Background: an optimization exercise with open tools, aiming at a short achievable clock period and few clock cycles. Do not read the settings as production practice. Where RTL was checked, it was by simulation tests only, not by an equivalence proof against the original. No functional check of the RTL was part of run 2. Power figures rest on the tool's default switching activity, not on a simulated workload.

--- flow/run.sh ---
#!/bin/bash
# Own layout flow: the standard synthesis unchanged, then the standard ORFS layout with
#  - a larger setup margin for repair_timing, so the resizer aims at a cycle much shorter than
#    the 11 ns clock of the (unchanged) SDC;
#  - port buffers of a stronger cell than the default choice (every port still gets one).
# Each tool's output goes to a log file here.
set -euo pipefail
MARGIN=$(cat flow/margin.txt)
bash standard.sh synth > synth.log 2>&1
bash standard.sh SETUP_SLACK_MARGIN=$MARGIN "BUFFER_PORTS_ARGS=-buffer_cell sky130_fd_sc_hd__buf_4" finish > layout.log 2>&1
--- flow/margin.txt ---
7.4
--- standard.sh ---
#!/bin/bash
# synth_recipe.tcl (not shown) runs the flow's synth.tcl, then flattens the netlist and writes it again
# the make line also repeats each setting of config.mk as NAME=value (left out here)
make -C /OpenROAD-flow-scripts/flow DESIGN_CONFIG=/design/flow/config.mk WORK_HOME=/design/flow/orfs CLKGATE_MAP_FILE= SYNTH_SCRIPT=/design/flow/synth_recipe.tcl "${@:-finish}"
--- config.mk ---
export PLATFORM = sky130hd
export DESIGN_NAME = npc
export DESIGN_NICKNAME = npc
export VERILOG_FILES = /design/flow/design.v
export SDC_FILE = /design/flow/constraint.sdc
export NUM_CORES = 4
export LEC_CHECK = 0
export ABC_CLOCK_PERIOD_IN_PS = 3000
export CAP_MARGIN = 20
export CORE_MARGIN = 2
export CORE_UTILIZATION = 40
export SLEW_MARGIN = 20
export SYNTH_HIERARCHICAL = 1
--- constraint.sdc ---
create_clock -name core_clock -period 11.0 [get_ports {clk}]
set_input_delay 2.2000 -clock core_clock [delete_from_list [all_inputs] [get_ports {clk}]]
set_output_delay 2.2000 -clock core_clock [all_outputs]
set_load 0.01 [all_outputs]
--- design.v ---
module pfx_gp_n(input wire gh, input wire ph, input wire gl, input wire pl, output wire gn, output wire pn);
    assign gn = ~(gh | (ph & gl));
    assign pn = ~(ph & pl);
endmodule
module pfx_gp_p(input wire gnh, input wire pnh, input wire gnl, input wire pnl, output wire g, output wire p);
    assign g = ~(gnh & (pnh | gnl));
    assign p = ~(pnh | pnl);
endmodule
module pfx_inv(input wire a, output wire y);
    assign y = ~a;
endmodule
module ks32(input wire [31:0] g, input wire [31:0] p, output wire [31:0] GN);
    wire [31:0] gl [0:5];
    wire [31:0] pl [0:5];
    assign gl[0] = g;
    assign pl[0] = p;
    genvar l, i;
    generate
        for (l = 0; l < 5; l = l + 1) begin : lv
            for (i = 0; i < 32; i = i + 1) begin : bt
                if (i >= (1 << l)) begin : c
                    if (l % 2 == 0) begin : n
                        pfx_gp_n u(.gh(gl[l][i]), .ph(pl[l][i]), .gl(gl[l][i - (1 << l)]),
                                   .pl(pl[l][i - (1 << l)]), .gn(gl[l+1][i]), .pn(pl[l+1][i]));
                    end else begin : q
                        pfx_gp_p u(.gnh(gl[l][i]), .pnh(pl[l][i]), .gnl(gl[l][i - (1 << l)]),
                                   .pnl(pl[l][i - (1 << l)]), .g(gl[l+1][i]), .p(pl[l+1][i]));
                    end
                end else begin : k
                    pfx_inv ug(.a(gl[l][i]), .y(gl[l+1][i]));
                    pfx_inv up(.a(pl[l][i]), .y(pl[l+1][i]));
                end
            end
        end
    endgenerate
    assign GN = gl[5];
endmodule
module add32(input wire [31:0] a, input wire [31:0] b, output wire [31:0] s);
    wire [31:0] p = a ^ b;
    wire [31:0] GN;
    ks32 u(.g(a & b), .p(p), .GN(GN));
    assign s = p ^ ~{GN[30:0], 1'b1};
endmodule
module sub32(input wire [31:0] a, input wire [31:0] b, output wire [31:0] d,
             output wire ltu, output wire lts, output wire co);
    wire [31:0] p = a ^ ~b;
    wire [31:0] GN;
    ks32 u(.g({a[31:1] & ~b[31:1], a[0] | ~b[0]}), .p(p), .GN(GN));
    assign d   = p ^ ~{GN[30:0], 1'b0};
    assign ltu = GN[31];
    assign lts = GN[31] ^ a[31] ^ b[31];
    assign co  = ~GN[31];
endmodule
module redir_unit(input wire v, input wire bq_eq, input wire bq_lt, input wire bq_lu, input wire bq_nv,
                  input wire bk, input wire pred, input wire jalr, input wire eq, input wire ltu,
                  input wire a31, input wire b31, output wire redir);
    wire bmis = (bq_eq && (eq ^ bk)) || (bq_lt && (ltu ^ a31 ^ b31 ^ bk)) ||
                (bq_lu && (ltu ^ bk)) || (bq_nv && pred);
    assign redir = v && (bmis || (jalr && !pred));
endmodule
module mux32(input wire sel, input wire [31:0] a, input wire [31:0] b, output wire [31:0] y);
    assign y = sel ? a : b;
endmodule
module sel7(input wire s0, input wire [31:0] d0, input wire s1, input wire [31:0] d1,
            input wire s2, input wire [31:0] d2, input wire s3, input wire [31:0] d3,
            input wire s4, input wire [31:0] d4, input wire s5, input wire [31:0] d5,
            input wire s6, input wire [31:0] d6, output wire [31:0] y);
    assign y = ({32{s0}} & d0) | ({32{s1}} & d1) | ({32{s2}} & d2) | ({32{s3}} & d3) |
               ({32{s4}} & d4) | ({32{s5}} & d5) | ({32{s6}} & d6);
endmodule
module npc(
    input  wire        clk,
    input  wire        rst,
    output wire [31:0] pc,
    input  wire [31:0] instr,
    output wire [31:0] dmem_addr,
    input  wire [31:0] dmem_rdata,
    output wire        dmem_we,
    output wire [1:0]  dmem_size,
    output wire [31:0] dmem_wdata
);
    localparam OP_LUI   = 7'b0110111;
    localparam OP_AUIPC = 7'b0010111;
    localparam OP_JAL   = 7'b1101111;
    localparam OP_JALR  = 7'b1100111;
    localparam OP_BR    = 7'b1100011;
    localparam OP_LD    = 7'b0000011;
    localparam OP_ST    = 7'b0100011;
    localparam OP_IMM   = 7'b0010011;
    localparam OP_OP    = 7'b0110011;
    localparam OP_SYS   = 7'b1110011;
    reg  [31:0] pc_f;
    reg         v_d, pb_d;
    reg         dfx_q;
    reg  [31:0] dtgt_q;
    reg  [31:0] ins_d, pc_d, pc4_d;
    reg  [31:0] tgtb_d, tgtj_d, dval_d, jtgt_d;
    reg         q_jal, q_jalr, q_br, q_ecall, q_mret;
    reg         v_xr, wen_xr, ld_xr, st_xr, br_xr, jalr_xr, ecall_xr, csrw_xr, dv_xr, kill_x;
    wire        v_x     = v_xr     & ~kill_x;
    wire        wen_x   = wen_xr   & ~kill_x;
    wire        ld_x    = ld_xr    & ~kill_x;
    wire        st_x    = st_xr    & ~kill_x;
    wire        br_x    = br_xr    & ~kill_x;
    wire        jalr_x  = jalr_xr  & ~kill_x;
    wire        ecall_x = ecall_xr & ~kill_x;
    wire        csrw_x  = csrw_xr  & ~kill_x;
    wire        dv_x    = dv_xr    & ~kill_x;
    reg  [31:0] pc_x, a_x, b_x, s_x, dval_x, alt_x;
    reg  [4:0]  rd_x, zimm_x;
    reg  [2:0]  f3_x;
    reg         pred_x;
    reg         bq_eq, bq_lt, bq_lu, bq_nv, bk_x;
    reg         sub_x;
    reg         s_add, s_sll, s_sr, s_sra, s_slt, s_sltu, s_xor, s_or, s_and, s_dval, s_csr;
    reg         c_mstatus, c_mtvec, c_mepc, c_mcause, c_mvendorid, c_marchid;
    reg         wen_m, ld_m, we_m;
    reg  [4:0]  rd_m;
    reg  [2:0]  f3_m;
    reg  [31:0] res_m, wd_m, ad_m;
    reg  [1:0]  sz_m;
    reg         wen_w;
    reg  [4:0]  rd_w;
    reg  [31:0] res_w;
    reg  [31:0] regs [1:31];
    reg  [31:0] mstatus_r, mtvec_r, mepc_r, mcause_r;
    reg         mst_w, mtv_w, mep_w, mca_w;
    wire [31:0] mstatus = mst_w ? mstatus_r : 32'h1800;
    wire [31:0] mtvec   = mtv_w ? mtvec_r   : 32'd0;
    wire [31:0] mepc    = mep_w ? mepc_r    : 32'd0;
    wire [31:0] mcause  = mca_w ? mcause_r  : 32'd0;
    reg  [31:0] pc_o;
    reg  [31:0] rp;
    reg         rp_v;
    wire [31:0] npc_f;
    wire [31:0] res_x, wres_m, mtvec_fw, mepc_fw;
    wire [6:0] op_d  = ins_d[6:0];
    wire [4:0] rd_d  = ins_d[11:7];
    wire [2:0] f3_d  = ins_d[14:12];
    wire [4:0] rs1_d = ins_d[19:15];
    wire [4:0] rs2_d = ins_d[24:20];
    wire is_lui   = op_d == OP_LUI;
    wire is_auipc = op_d == OP_AUIPC;
    wire is_jal   = q_jal;
    wire is_jalr  = q_jalr;
    wire is_br    = q_br;
    wire is_ld    = op_d == OP_LD;
    wire is_st    = op_d == OP_ST;
    wire is_imm   = op_d == OP_IMM;
    wire is_op    = op_d == OP_OP;
    wire is_sys   = op_d == OP_SYS;
    wire is_csr   = is_sys && f3_d != 3'b000;
    wire is_ecall = q_ecall;
    wire is_mret  = q_mret;
    wire [31:0] imm_i = {{20{ins_d[31]}}, ins_d[31:20]};
    wire [31:0] imm_s = {{20{ins_d[31]}}, ins_d[31:25], ins_d[11:7]};
    wire [31:0] imm_b = {{19{ins_d[31]}}, ins_d[31], ins_d[7], ins_d[30:25], ins_d[11:8], 1'b0};
    wire [31:0] imm_u = {ins_d[31:12], 12'b0};
    wire [31:0] imm_j = {{11{ins_d[31]}}, ins_d[31], ins_d[19:12], ins_d[20], ins_d[30:21], 1'b0};
    wire [31:0] imm_d = is_st ? imm_s : imm_i;                  
    wire [31:0] tgt_d = is_jal ? tgtj_d : tgtb_d;               
    wire wen_d  = (is_lui | is_auipc | is_jal | is_jalr | is_ld | is_imm | is_op | is_csr) && rd_d != 5'd0;
    wire use1_d = is_jalr | is_br | is_ld | is_st | is_imm | is_op | (is_csr & ~f3_d[2]);
    wire use2_d = is_br | is_st | is_op;
    wire useimm_d = is_ld | is_st | is_imm | is_jalr;
    wire [31:0] rf1 = (rs1_d == 5'd0) ? 32'd0 : (wen_w && rd_w == rs1_d) ? res_w : regs[rs1_d];
    wire [31:0] rf2 = (rs2_d == 5'd0) ? 32'd0 : (wen_w && rd_w == rs2_d) ? res_w : regs[rs2_d];
    wire m1 = wen_x && rd_x == rs1_d;
    wire w1 = wen_m && rd_m == rs1_d;
    wire m2 = wen_x && rd_x == rs2_d;
    wire w2 = wen_m && rd_m == rs2_d;
    wire [31:0] op1, op2, opb;
    wire [31:0] op1_nx = w1 ? wres_m : rf1;
    wire [31:0] op2_nx = w2 ? wres_m : rf2;
    mux32 u_op1(.sel(m1), .a(res_x), .b(op1_nx), .y(op1));
    mux32 u_op2(.sel(m2), .a(res_x), .b(op2_nx), .y(op2));
    mux32 u_opb(.sel(m2 && !useimm_d), .a(res_x), .b(useimm_d ? imm_d : op2_nx), .y(opb));
    wire lduse   = ld_x && ((use1_d && m1) || (use2_d && m2));
    wire stall_d = v_d && lduse;
    wire jalr_ok = is_jalr && m1 && dv_x;       
    wire [31:0] jtgt = jtgt_d;
    wire want_d  = is_jal || (is_br && ins_d[31]) || is_ecall || is_mret || jalr_ok;
    wire [31:0] dtgt_d = is_ecall ? mtvec_fw : is_mret ? mepc_fw :
                         jalr_ok ? {jtgt[31:1], 1'b0} : tgt_d;
    wire trap_ok = pc_f == (is_ecall ? mtvec_fw : mepc_fw);
    wire dfix_d  = want_d ? (!pb_d || ((is_ecall || is_mret) && !trap_ok)) : pb_d;
    wire [31:0] dnext_d = want_d ? dtgt_d : pc4_d;
    wire [31:0] pc4_f = pc_f + 32'd4;
    wire [31:0] fimm_i = {{20{instr[31]}}, instr[31:20]};
    wire [31:0] fimm_b = {{19{instr[31]}}, instr[31], instr[7], instr[30:25], instr[11:8], 1'b0};
    wire [31:0] fimm_j = {{11{instr[31]}}, instr[31], instr[19:12], instr[20], instr[30:21], 1'b0};
    wire [31:0] fimm_u = {instr[31:12], 12'b0};
    wire [31:0] tgtb_f, tgtj_f, aui_f, jtgt_f;
    add32 u_tgtb(.a(pc_f), .b(fimm_b), .s(tgtb_f));
    add32 u_tgtj(.a(pc_f), .b(fimm_j), .s(tgtj_f));
    add32 u_aui(.a(pc_f), .b(fimm_u), .s(aui_f));
    add32 u_jtgt(.a(dval_d), .b(fimm_i), .s(jtgt_f));
    wire [31:0] A = a_x;
    wire [31:0] B = b_x;
    wire [31:0] sum, diff;
    wire        ltu, lts, sub_co;
    add32 u_sum(.a(A), .b(B), .s(sum));
    sub32 u_sub(.a(A), .b(B), .d(diff), .ltu(ltu), .lts(lts), .co(sub_co));
    wire        eq   = A == B;
    wire [31:0] shl  = A << B[4:0];
    wire [31:0] shr  = {{32{s_sra & A[31]}}, A} >> B[4:0];
    wire [31:0] csr_old = ({32{c_mstatus}} & mstatus) | ({32{c_mtvec}} & mtvec) |
                          ({32{c_mepc}} & mepc) | ({32{c_mcause}} & mcause) |
                          ({32{c_mvendorid}} & 32'h79737978) | ({32{c_marchid}} & 32'h26964ECE);
    wire [31:0] csr_src = f3_x[2] ? {27'd0, zimm_x} : A;
    wire [31:0] csr_new = (f3_x[1:0] == 2'b01) ? csr_src :
                          (f3_x[1:0] == 2'b10) ? (csr_old | csr_src) : (csr_old & ~csr_src);
    assign mtvec_fw = (csrw_x && c_mtvec) ? csr_new : mtvec;
    assign mepc_fw  = ecall_x ? pc_x : (csrw_x && c_mepc) ? csr_new : mepc;
    wire [31:0] as_x, oth_x;
    mux32 u_as(.sel(sub_x), .a(diff), .b(sum), .y(as_x));
    mux32 u_res(.sel(s_add), .a(as_x), .b(oth_x), .y(res_x));
    assign oth_x = ({32{s_sll}} & shl) | ({32{s_sr}} & shr[31:0]) |
                   {31'd0, (s_slt & lts) | (s_sltu & ltu)} |
                   ({32{s_xor}} & (A ^ B)) | ({32{s_or}} & (A | B)) | ({32{s_and}} & (A & B)) |
                   ({32{s_dval}} & dval_x) | ({32{s_csr}} & csr_old);
    reg taken_x;
    always @(*) begin
        case (f3_x)
            3'b000: taken_x = eq;
            3'b001: taken_x = ~eq;
            3'b100: taken_x = lts;
            3'b101: taken_x = ~lts;
            3'b110: taken_x = ltu;
            3'b111: taken_x = ~ltu;
            default: taken_x = 1'b0;
        endcase
    end
    wire redir_x, redir_o;
    redir_unit u_redir(.v(v_x), .bq_eq(bq_eq), .bq_lt(bq_lt), .bq_lu(bq_lu), .bq_nv(bq_nv), .bk(bk_x),
                       .pred(pred_x), .jalr(jalr_x), .eq(eq), .ltu(ltu), .a31(A[31]), .b31(B[31]),
                       .redir(redir_x));
    redir_unit u_redir_o(.v(v_x), .bq_eq(bq_eq), .bq_lt(bq_lt), .bq_lu(bq_lu), .bq_nv(bq_nv), .bk(bk_x),
                         .pred(pred_x), .jalr(jalr_x), .eq(eq), .ltu(ltu), .a31(A[31]), .b31(B[31]),
                         .redir(redir_o));
    wire [31:0] xtgt = jalr_x ? {sum[31:1], 1'b0} : alt_x;
    reg [31:0] ldv;
    always @(*) begin
        case (f3_m[1:0])
            2'b00:   ldv = {{24{~f3_m[2] & dmem_rdata[7]}},  dmem_rdata[7:0]};
            2'b01:   ldv = {{16{~f3_m[2] & dmem_rdata[15]}}, dmem_rdata[15:0]};
            default: ldv = dmem_rdata;
        endcase
    end
    assign wres_m = ld_m ? ldv : res_m;
    assign pc         = pc_o;
    assign dmem_addr  = ad_m;
    assign dmem_we    = we_m;
    assign dmem_size  = sz_m;
    assign dmem_wdata = wd_m;
    wire redir_d = v_d && dfix_d && !stall_d;
    wire go_d    = v_d && !stall_d;                   
    always @(posedge clk or posedge rst) begin
        if (rst) begin
            pc_f    <= 32'h80000000;
            rp_v    <= 1'b0;
            v_d     <= 1'b0;
            dfx_q   <= 1'b0;
            mst_w   <= 1'b0;
            mtv_w   <= 1'b0;
            mep_w   <= 1'b0;
            mca_w   <= 1'b0;
        end else begin
            pc_f <= npc_f;
            if (ecall_x) rp_v <= 1'b1;
            dfx_q <= redir_d && !redir_x;
            if (redir_x || redir_d || dfx_q) v_d <= 1'b0;
            else if (!stall_d)      v_d <= 1'b1;
            if (ecall_x) begin
                mep_w <= 1'b1;
                mca_w <= 1'b1;
            end else if (csrw_x) begin
                if (c_mstatus) mst_w <= 1'b1;
                if (c_mtvec)   mtv_w <= 1'b1;
                if (c_mepc)    mep_w <= 1'b1;
                if (c_mcause)  mca_w <= 1'b1;
            end
        end
    end
    wire sys0_f  = instr[6:2] == 5'b11100 && instr[14:12] == 3'b000;
    wire ecall_f = sys0_f && !instr[21];
    wire jal_f   = instr[6:2] == 5'b11011;
    wire bwd_f   = instr[6:2] == 5'b11000 && instr[31];
    wire jalr_f  = instr[6:2] == 5'b11001 && v_d && wen_d && rd_d == instr[19:15] &&
                   (is_lui || is_auipc || is_jal || is_jalr);
    wire mret_f  = sys0_f && instr[21] && rp_v;
    wire pf_f    = ecall_f || mret_f || jal_f || bwd_f || jalr_f;
    wire [31:0] dh    = dfx_q ? dtgt_q : pc_f;
    wire        ovr_d = stall_d || dfx_q || rst;
    wire        f_any = instr[6] && instr[5] &&
                        ((!instr[4] && (instr[2] || (!instr[3] && instr[31]))) ||
                         (sys0_f && (!instr[21] || rp_v)));
    wire [31:0] npc_nx;
    sel7 u_fsel(.s0(ovr_d), .d0(dh),
                .s1(!ovr_d && jal_f), .d1(tgtj_f),
                .s2(!ovr_d && bwd_f), .d2(tgtb_f),
                .s3(!ovr_d && jalr_f), .d3({jtgt_f[31:1], 1'b0}),
                .s4(!ovr_d && ecall_f), .d4(mtvec_fw),
                .s5(!ovr_d && mret_f), .d5(rp),
                .s6(!ovr_d && !f_any), .d6(pc4_f), .y(npc_nx));
    mux32 u_npc(.sel(redir_x), .a(xtgt), .b(npc_nx), .y(npc_f));
    wire [31:0] npc_o;
    mux32 u_npc_o(.sel(redir_o), .a(xtgt), .b(npc_nx), .y(npc_o));
    always @(posedge clk) begin
            pc_o <= npc_o;
            kill_x   <= redir_x;
            v_xr     <= go_d;
            wen_xr   <= go_d && wen_d;
            ld_xr    <= go_d && is_ld;
            st_xr    <= go_d && is_st;
            br_xr    <= go_d && is_br;
            jalr_xr  <= go_d && is_jalr;
            ecall_xr <= go_d && is_ecall;
            dv_xr    <= go_d && (is_lui || is_auipc || is_jal || is_jalr);
            csrw_xr  <= go_d && is_csr && (f3_d[1:0] == 2'b01 || (f3_d[1] && rs1_d != 5'd0));
            wen_m <= wen_x;
            ld_m  <= ld_x;
            we_m  <= st_x && (f3_x[1:0] != 2'b11);
            wen_w <= wen_m;
            if (ecall_x) begin
                mepc_r   <= pc_x;
                mcause_r <= 32'd11;
            end else if (csrw_x) begin
                if (c_mstatus) mstatus_r <= csr_new;
                if (c_mtvec)   mtvec_r   <= csr_new;
                if (c_mepc)    mepc_r    <= csr_new;
                if (c_mcause)  mcause_r  <= csr_new;
            end
    end
    always @(posedge clk) begin
        if (!stall_d) begin
            ins_d <= instr;
            pc_d  <= pc_f;
            pb_d  <= pf_f;
            pc4_d  <= pc4_f;
            tgtb_d <= tgtb_f;
            tgtj_d <= tgtj_f;
            dval_d <= (instr[6:2] == 5'b01101) ? fimm_u : (instr[6:2] == 5'b00101) ? aui_f : pc4_f;
            jtgt_d <= jtgt_f;
            q_jal   <= instr[6:0] == OP_JAL;
            q_jalr  <= instr[6:0] == OP_JALR;
            q_br    <= instr[6:0] == OP_BR;
            q_ecall <= instr[6:0] == OP_SYS && instr[14:12] == 3'b000 && instr[31:25] == 7'b0000000 &&
                       instr[24:20] == 5'b00000;
            q_mret  <= instr[6:0] == OP_SYS && instr[14:12] == 3'b000 && instr[31:25] == 7'b0011000 &&
                       instr[24:20] == 5'b00010;
        end
        pc_x   <= pc_d;
        dtgt_q <= dnext_d;
        if (ecall_x) rp <= alt_x;
        a_x    <= op1;
        b_x    <= opb;
        s_x    <= op2;
        dval_x <= dval_d;
        alt_x  <= want_d ? pc4_d : tgt_d;
        pred_x <= want_d;
        bq_eq  <= is_br && f3_d[2:1] == 2'b00;
        bq_lt  <= is_br && f3_d[2:1] == 2'b10;
        bq_lu  <= is_br && f3_d[2:1] == 2'b11;
        bq_nv  <= is_br && f3_d[2:1] == 2'b01;
        bk_x   <= f3_d[0] ^ want_d;
        rd_x   <= rd_d;
        zimm_x <= rs1_d;
        f3_x   <= f3_d;
        sub_x  <= is_op && f3_d == 3'b000 && ins_d[30];
        s_add  <= (is_op || is_imm) && f3_d == 3'b000 || is_ld || is_st;
        s_sll  <= (is_op || is_imm) && f3_d == 3'b001;
        s_sr   <= (is_op || is_imm) && f3_d == 3'b101;
        s_sra  <= (is_op || is_imm) && f3_d == 3'b101 && ins_d[30];
        s_slt  <= (is_op || is_imm) && f3_d == 3'b010;
        s_sltu <= (is_op || is_imm) && f3_d == 3'b011;
        s_xor  <= (is_op || is_imm) && f3_d == 3'b100;
        s_or   <= (is_op || is_imm) && f3_d == 3'b110;
        s_and  <= (is_op || is_imm) && f3_d == 3'b111;
        s_dval <= is_lui || is_auipc || is_jal || is_jalr;
        s_csr  <= is_csr;
        c_mstatus   <= ins_d[31:20] == 12'h300;
        c_mtvec     <= ins_d[31:20] == 12'h305;
        c_mepc      <= ins_d[31:20] == 12'h341;
        c_mcause    <= ins_d[31:20] == 12'h342;
        c_mvendorid <= ins_d[31:20] == 12'hF11;
        c_marchid   <= ins_d[31:20] == 12'hF12;
        res_m <= res_x;
        ad_m  <= sum;
        rd_m  <= rd_x;
        f3_m  <= f3_x;
        sz_m  <= (f3_x[1:0] == 2'b00) ? 2'b01 : (f3_x[1:0] == 2'b01) ? 2'b10 : 2'b00;
        wd_m  <= (f3_x[1:0] == 2'b00) ? {24'd0, s_x[7:0]} :
                 (f3_x[1:0] == 2'b01) ? {16'd0, s_x[15:0]} : s_x;
        res_w <= wres_m;
        rd_w  <= rd_m;
        if (wen_w) regs[rd_w] <= res_w;
    end
endmodule
==> impl_metrics.env, run 1 <==
export IMPL_run_status="complete, no violations"
export IMPL_maxCapViolations=0
export IMPL_final_area_mm2=0.122
export IMPL_gp_routability_congestion=1.02
export IMPL_cts_tree="done"
export IMPL_net_switching_power_mw=9.88
export IMPL_cp_slowest_stage_delay_ps=830
export IMPL_yosysWarningCount=8
export IMPL_fp_coreArea_mm2=0.257
export IMPL_postPlaceCellArea_mm2=0.109
export IMPL_postRouteAntennaNets=0
export IMPL_cts_clk_slew_worst_paths_ps=60
export IMPL_synthToLayoutAreaGrowth_pct=18.6
export IMPL_number_of_buffers_created_by_cts=199
export IMPL_drt_first_pass_iters=10
export IMPL_required_ps=11750
export IMPL_die_height_um=512
export IMPL_top_level_pins=165
export IMPL_numClockSinks=1877
export IMPL_finalCritPeriodShare_pct=33.3
export IMPL_switching_share_pct=38.0
export IMPL_place_detailed_hpwl_mm=289
export IMPL_maxSlewHeadroom_pct=16.2
export IMPL_finalNetCount=8823
export IMPL_max_slew_worst_pin_slew_ps=1250
export IMPL_initial_util_pct=40.2
export IMPL_power_internal_mw=16.1
export IMPL_power_density_relative_to_cell_area_mw_per_mm2=212
export IMPL_grt_max_degree=89
export IMPL_post_synth_inst_count=8230
export IMPL_drt_first_iter_violations=10800
export IMPL_arrival_time_reported_for_the_critical_path_endpoint_ps=4410
export IMPL_first_global_vias=73600
export IMPL_drc_errors=0
export IMPL_largest_register_ff_count=992
export IMPL_post_synth_instance_area_mm2=0.103
export IMPL_floorplan_rows=186
export IMPL_routed_wire_length_per_instance_um=35.6
export IMPL_worstSkewPairLatency_ps=960
export IMPL_cts_hold_buf=0
export IMPL_p_leak_nw=43.5
export IMPL_place_worst_setup_slack_ps=5680
export IMPL_cts_path_max_buffers=3
export IMPL_setup_violations=0
export IMPL_fmaxAchievable_mhz=273
export IMPL_hp_class="reg -> reg"
export IMPL_die_area_mm2=0.262
export IMPL_antenna_found_initial=30
export IMPL_cpMostUsedCell="sky130_fd_sc_hd__mux2_4"
export IMPL_number_of_h_tree_levels=4
export IMPL_largest_register="regs"
export IMPL_worst_slack_ps=7340
export IMPL_synth_area_per_inst_um2=12.5
export IMPL_worst_ir_drop_vdd_mv=0.175
export IMPL_critPathMaxFanout=26
export IMPL_fraction_of_the_core_area_covered_by_cells_at_the_end_of_the_flow_pct=47.7
export IMPL_report_final_hold_viol_count=0
export IMPL_critPathCaptureType="flop"
export IMPL_critical_path_slowest_cell="sky130_fd_sc_hd__xnor2_2"
export IMPL_skew_final_ps=162
export IMPL_maxSlewViolCount=0
export IMPL_worstPathBufferInverterCount=3
export IMPL_grt_usage_pct=31.6
export IMPL_layout_drive_gt1_share_pct=36.4
export IMPL_clock_tree_root_cell="sky130_fd_sc_hd__clkbuf_16"
export IMPL_postRouteWirelength_mm=430
export IMPL_comb_power_share_pct=36.4
export IMPL_drt_vias_per_instance=6.38
export IMPL_die_width_um=512
export IMPL_power_sequential_fraction_pct=36.5
export IMPL_fill_cells=22400
export IMPL_top_family_by_delay_on_critical_path="XOR/XNOR gates"
export IMPL_clock_power_share_pct=27.2
export IMPL_grt_remaining_overflow=0
export IMPL_cp_cell_sequence="buf_12 > buf_12 > ha_1 > nand2_1 > nor2_1 > nand2_1 > o21ai_2 > inv_1 > xnor2_2 > mux2_4 > mux2_4 > mux2_4"
export IMPL_criticalPathCategory="reg -> reg"
export IMPL_unrepaired_setup_endpoints_after_global_routing="true"
export IMPL_setup_total_negative_slack_ps=0
export IMPL_crit_path_start_kind="flop"
export IMPL_numPortBuffers=164
export IMPL_layout_min_cycle_time_ps=3660
export IMPL_grt_first_pass_wirelength_mm=585
export IMPL_num_vias=77000
## final timing paths
check / cells past startpoint / from / endpoint / slack (ps)
min in group asynchronous: 3 / rst / pc_f[30] / 1640
max in group asynchronous: 3 / rst / pc_f[5] / 8760
worst max-delay path: 12 / b_x[4] / a_x[11] / 7340
worst min register to register: 0 / s_x[7] / wd_m[7] / 330
worst min-delay path: 0 / s_x[7] / wd_m[7] / 330
worst max register to register: 12 / b_x[4] / a_x[11] / 7340
## power groups by stage
| stage | sequential [mW] | clock (mW) | combinational (mW) |
|---|---|---|---|
| after global routing | 9.49 | 7.38 | 9.74 |
| final | 9.48 | 7.06 | 9.46 |
| after floorplan | 9.09 | 0 | 4.77 |
| after CTS | 9.42 | 7.11 | 8.64 |
| after global placement | 9.49 | 0 | 7.92 |
| after detailed placement | 9.51 | 0 | 7.93 |
## metal layers
metal  global-route usage, %  part of all wire [%]
met5                       0                 0.012
met2                    47.0                    44
met3                    7.22                    11
met1                    41.9                    39
met4                    19.0                   6.9
## layout by cell type (no fill, tap or decap), drive strengths merged, types with 27 or more instances in the layout
master / n
edfxtp: 1347
a21oi: 741
nor2: 725
nand2: 630
o21ai: 594
mux4: 573
buf: 523
dfxtp: 491
inv: 381
mux2i: 307
mux2: 303
clkbuf: 289
ha: 258
xnor2: 234
nand3: 162
a211oi: 100
a22oi: 97
clkinv: 73
o22ai: 67
xor2: 58
o211ai: 52
nand2b: 45
dfrtp: 38
and2: 38
a221oi: 37
nand4: 35
a222oi: 32
nor3: 32
nor4: 31
nor2b: 29
a21o: 27
## metrics by stage
step / instances / total power, mW / hold slack (ps)
detailed placement: 11500 / 17.4 / 313
CTS: 12000 / 25.2 / 325
finish: 12100 / 26.0 / 325
global placement: 11500 / 17.4 / 317
floorplan: 8244 / 13.9 / 310
global route: 12100 / 26.6 / 330
## area by class of cell
type	instances	area, um^2	share of cell area (%)
clock inverter	99	1320	1.08
multi-input combinational	5495	52600	42.9
timing repair inverter	3	20.0	0.0164
inverter	381	1460	1.20
antenna	17	42.5	0.0347
tap	3384	4230	3.46
sequential	1877	51500	42.1
timing repair buffer	542	5720	4.67
clock buffer	277	5560	4.54
## repair_timing
item	4_1_cts	5_1_grt
endpoints found under the hold margin	0	0
gates resized for setup	602	381
setup endpoints to repair	535	167
setup buffers	74	46
pin swaps	61	86
gates cloned	20	11
Testbench counts, summed over its fixed seeds: cycles 592,019.
==> inputs of run 2 (changes only) <==
--- a/design.v
+++ b/design.v
@@ -200,6 +200,8 @@
     wire [31:0] sum, diff;
     wire        ltu, lts, sub_co;
     add32 u_sum(.a(A), .b(B), .s(sum));
+    wire [31:0] asum;
+    add32 u_asum(.a(A), .b(B), .s(asum));
     sub32 u_sub(.a(A), .b(B), .d(diff), .ltu(ltu), .lts(lts), .co(sub_co));
     wire        eq   = A == B;
     wire [31:0] shl  = A << B[4:0];
@@ -238,7 +240,7 @@
     redir_unit u_redir_o(.v(v_x), .bq_eq(bq_eq), .bq_lt(bq_lt), .bq_lu(bq_lu), .bq_nv(bq_nv), .bk(bk_x),
                          .pred(pred_x), .jalr(jalr_x), .eq(eq), .ltu(ltu), .a31(A[31]), .b31(B[31]),
                          .redir(redir_o));
-    wire [31:0] xtgt = jalr_x ? {sum[31:1], 1'b0} : alt_x;
+    wire [31:0] xtgt = jalr_x ? {asum[31:1], 1'b0} : alt_x;
     reg [31:0] ldv;
     always @(*) begin
         case (f3_m[1:0])
@@ -386,7 +388,7 @@
         c_mvendorid <= ins_d[31:20] == 12'hF11;
         c_marchid   <= ins_d[31:20] == 12'hF12;
         res_m <= res_x;
-        ad_m  <= sum;
+        ad_m  <= asum;
         rd_m  <= rd_x;
         f3_m  <= f3_x;
         sz_m  <= (f3_x[1:0] == 2'b00) ? 2'b01 : (f3_x[1:0] == 2'b01) ? 2'b10 : 2'b00;
==> impl_metrics.env, run 2 <==
export IMPL_p_leak_nw=44.1
export IMPL_cts_tree="done"
export IMPL_finalCritPeriodShare_pct=33.6
export IMPL_arrival_time_reported_for_the_critical_path_endpoint_ps=4450
export IMPL_report_final_hold_viol_count=0
export IMPL_drc_errors=0
export IMPL_first_global_vias=76400
export IMPL_number_of_buffers_created_by_cts=191
export IMPL_cts_path_max_buffers=3
export IMPL_critPathCaptureType="flop"
export IMPL_postPlaceCellArea_mm2=0.111
export IMPL_hold_depth=0
export IMPL_cts_hold_buf=0
export IMPL_routed_wire_length_per_instance_um=35.3
export IMPL_crit_path_start_kind="primary input"
export IMPL_fp_coreArea_mm2=0.262
export IMPL_setup_violations=0
export IMPL_place_detailed_hpwl_mm=297
export IMPL_critPathMaxFanout=7
export IMPL_initial_util_pct=40.2
export IMPL_grt_usage_pct=32.1
export IMPL_num_vias=79200
export IMPL_maxCapViolations=0
export IMPL_r2r_end="pc_f[9]"
export IMPL_hold_end="wd_m[0]"
export IMPL_hp_class="reg -> reg"
export IMPL_layout_min_cycle_time_ps=3700
export IMPL_layout_drive_gt1_share_pct=36.1
export IMPL_drt_first_iter_violations=11300
export IMPL_number_of_h_tree_levels=4
export IMPL_worst_ir_drop_vdd_mv=0.151
export IMPL_final_cell_mix="sky130_fd_sc_hd__edfxtp_1, sky130_fd_sc_hd__nand2_1, sky130_fd_sc_hd__nor2_1"
export IMPL_numPortBuffers=164
export IMPL_most_common_cell_after_layout_fill_and_taps_aside="sky130_fd_sc_hd__edfxtp_1"
export IMPL_cts_clk_slew_worst_paths_ps=60
export IMPL_largest_register="regs"
export IMPL_run_status="complete, no violations"
export IMPL_finalNetCount=9179
export IMPL_worstSkewPairLatency_ps=910
export IMPL_total_power_mw=25.7
export IMPL_post_synth_instance_area_mm2=0.105
export IMPL_unrepaired_setup_endpoints_after_global_routing="true"
export IMPL_reg2regPathDepth=9
export IMPL_crit_reg2reg_launch="c_mcause"
export IMPL_postRouteWirelength_mm=443
export IMPL_clock_tree_root_cell="sky130_fd_sc_hd__clkbuf_16"
export IMPL_die_width_um=517
export IMPL_numClockSinks=1877
export IMPL_fill_cells=23300
export IMPL_die_area_mm2=0.268
export IMPL_skew_final_ps=107
export IMPL_max_slew_worst_pin_slew_ps=1330
export IMPL_largest_register_ff_count=992
export IMPL_maxSlewHeadroom_pct=11.2
export IMPL_criticalPathCategory="in -> reg"
export IMPL_floorplan_rows=188
export IMPL_postRouteAntennaNets=0
export IMPL_maxSlewViolCount=0
export IMPL_fmaxAchievable_mhz=270
export IMPL_final_hold_worst_slack_ps=328
export IMPL_post_synth_inst_count=8543
export IMPL_grt_first_pass_wirelength_mm=599
export IMPL_setup_total_negative_slack_ps=0
export IMPL_rrSetupSlack_ps=7330
export IMPL_drt_first_pass_iters=7
export IMPL_gp_routability_congestion=0.995
export IMPL_synthToLayoutAreaGrowth_pct=17.3
export IMPL_die_height_um=517
export IMPL_grt_max_degree=77
export IMPL_antenna_found_initial=44
export IMPL_grt_remaining_overflow=0
export IMPL_timing_hold_worst_start="s_x[0]"
export IMPL_power_density_relative_to_cell_area_mw_per_mm2=208
export IMPL_yosysWarningCount=8
export IMPL_synth_area_per_inst_um2=12.3
export IMPL_drt_vias_per_instance=6.33
export IMPL_required_ps=11760
export IMPL_final_area_mm2=0.124
export IMPL_top_level_pins=165
-- run 2: changes by cell type in the layout (fill, tap and decap cells not counted), moves of 29 or more --
cell,before,now
sky130_fd_sc_hd__a21oi_2,401,483
sky130_fd_sc_hd__ha_1,139,168
sky130_fd_sc_hd__a21oi_4,64,31
sky130_fd_sc_hd__inv_1,365,397
sky130_fd_sc_hd__nor2_1,567,620
sky130_fd_sc_hd__nand2_1,560,632
sky130_fd_sc_hd__o21ai_2,319,373
sky130_fd_sc_hd__xnor2_1,165,203
-- run 2: power breakdown --
group / internal, mW / total [mW] / switching (mW) / leakage (nW)
Sequential: 8.57 / 9.46 / 0.884 / 17.4
Clock: 3.64 / 6.62 / 2.97 / 3.10
Combinational: 3.55 / 9.60 / 6.05 / 23.6
-- run 2: through the flow --
step / setup WS (ps) / instances / utilization, %
floorplan: 5440 / 8557 / -
global placement: 5360 / 12000 / 42.4
detailed placement: 5250 / 12000 / 42.5
CTS: 7330 / 12400 / 46.4
global route: 7250 / 12500 / 47.2
finish: 7300 / 12500 / 47.2
-- run 2: layer usage --
metal  vias to the layer above  global-route usage [%]  routed length, um  part of all wire (%)
li1                      33000                       -                  -                     -
met1                     40000                    43.2             173000                    39
met2                      5220                    47.3             190000                    43
met3                       987                    9.12              54200                    12
met4                        12                    15.8              25300                   5.7
met5                         -                       0                201                 0.045
-- run 2: layout make-up --
type	count	area, um^2	share of cell area, %
timing repair inverter	2	12.5	0.0101
multi-input combinational	5775	53900	43.6
inverter	412	1570	1.27
clock inverter	86	978	0.791
tap	3515	4400	3.55
timing repair buffer	564	5870	4.75
clock buffer	278	5430	4.39
sequential	1877	51500	41.6
antenna	13	32.5	0.0263
-- run 2: critical path, cell delays in order --
cell,delay (ps)
sky130_fd_sc_hd__buf_8,150
sky130_fd_sc_hd__ha_4,350
sky130_fd_sc_hd__nand2_1,160
sky130_fd_sc_hd__nor2_2,200
sky130_fd_sc_hd__nand2_1,130
sky130_fd_sc_hd__o21ai_2,260
sky130_fd_sc_hd__inv_1,90
sky130_fd_sc_hd__xnor2_1,210
sky130_fd_sc_hd__a22oi_2,240
sky130_fd_sc_hd__nand3_1,150
sky130_fd_sc_hd__mux2_4,280
-- run 2: what timing repair did --
item / 4_1_cts / 5_1_grt
pin swaps: 75 / 82
endpoints found under the setup margin: 517 / 176
cloned: 17 / 12
setup buffers: 90 / 53
resized for setup: 550 / 309
-- run 2: worst max-delay path by stage --
| stage | start | to | slack (ps) | cells after the start |
|---|---|---|---|---|
| 2_1_floorplan | ins_d[21] | dval_d[0] | 5440 | 8 |
| 3_3_place_gp | f3_x[0] | dfx_q | 5360 | 9 |
| 3_5_place_dp | f3_x[0] | dfx_q | 5250 | 9 |
| 4_1_cts | pc_o[25] | pc[25] | 7330 | 1 |
| 5_1_grt | instr[14] | pc_f[9] | 7250 | 11 |
| 6_report | instr[30] | pc_f[12] | 7300 | 11 |

[re-timing with driven ports]
No port has a modelled driver above. Below, the same layouts with a new extraction and two added sets of constraints.
Step 1, drivers: a clkbuf_16 drives clk and a buf_2 each remaining input, both assumed.
Step 2 also shifts input and output timing later by t, the mid clock arrival at the registers, as if the neighbouring blocks saw the same clock.
a / b / c = ideal ports / drivers / drivers and shift; a / b = the first two.
run | t (ns) | setup slack, ns | worst slew at a driven data input, ns
run 1 | 0.962 | 7.341 / 7.127 / 6.166 | 0.44
run 2 | 0.966 | 7.303 / 6.972 / 6.006 | 0.59
After both steps every run listed still meets setup and hold. For run 2, which loses most, drivers alone change the setup slack by -0.331 ns; drivers and shift together by -1.297 ns.
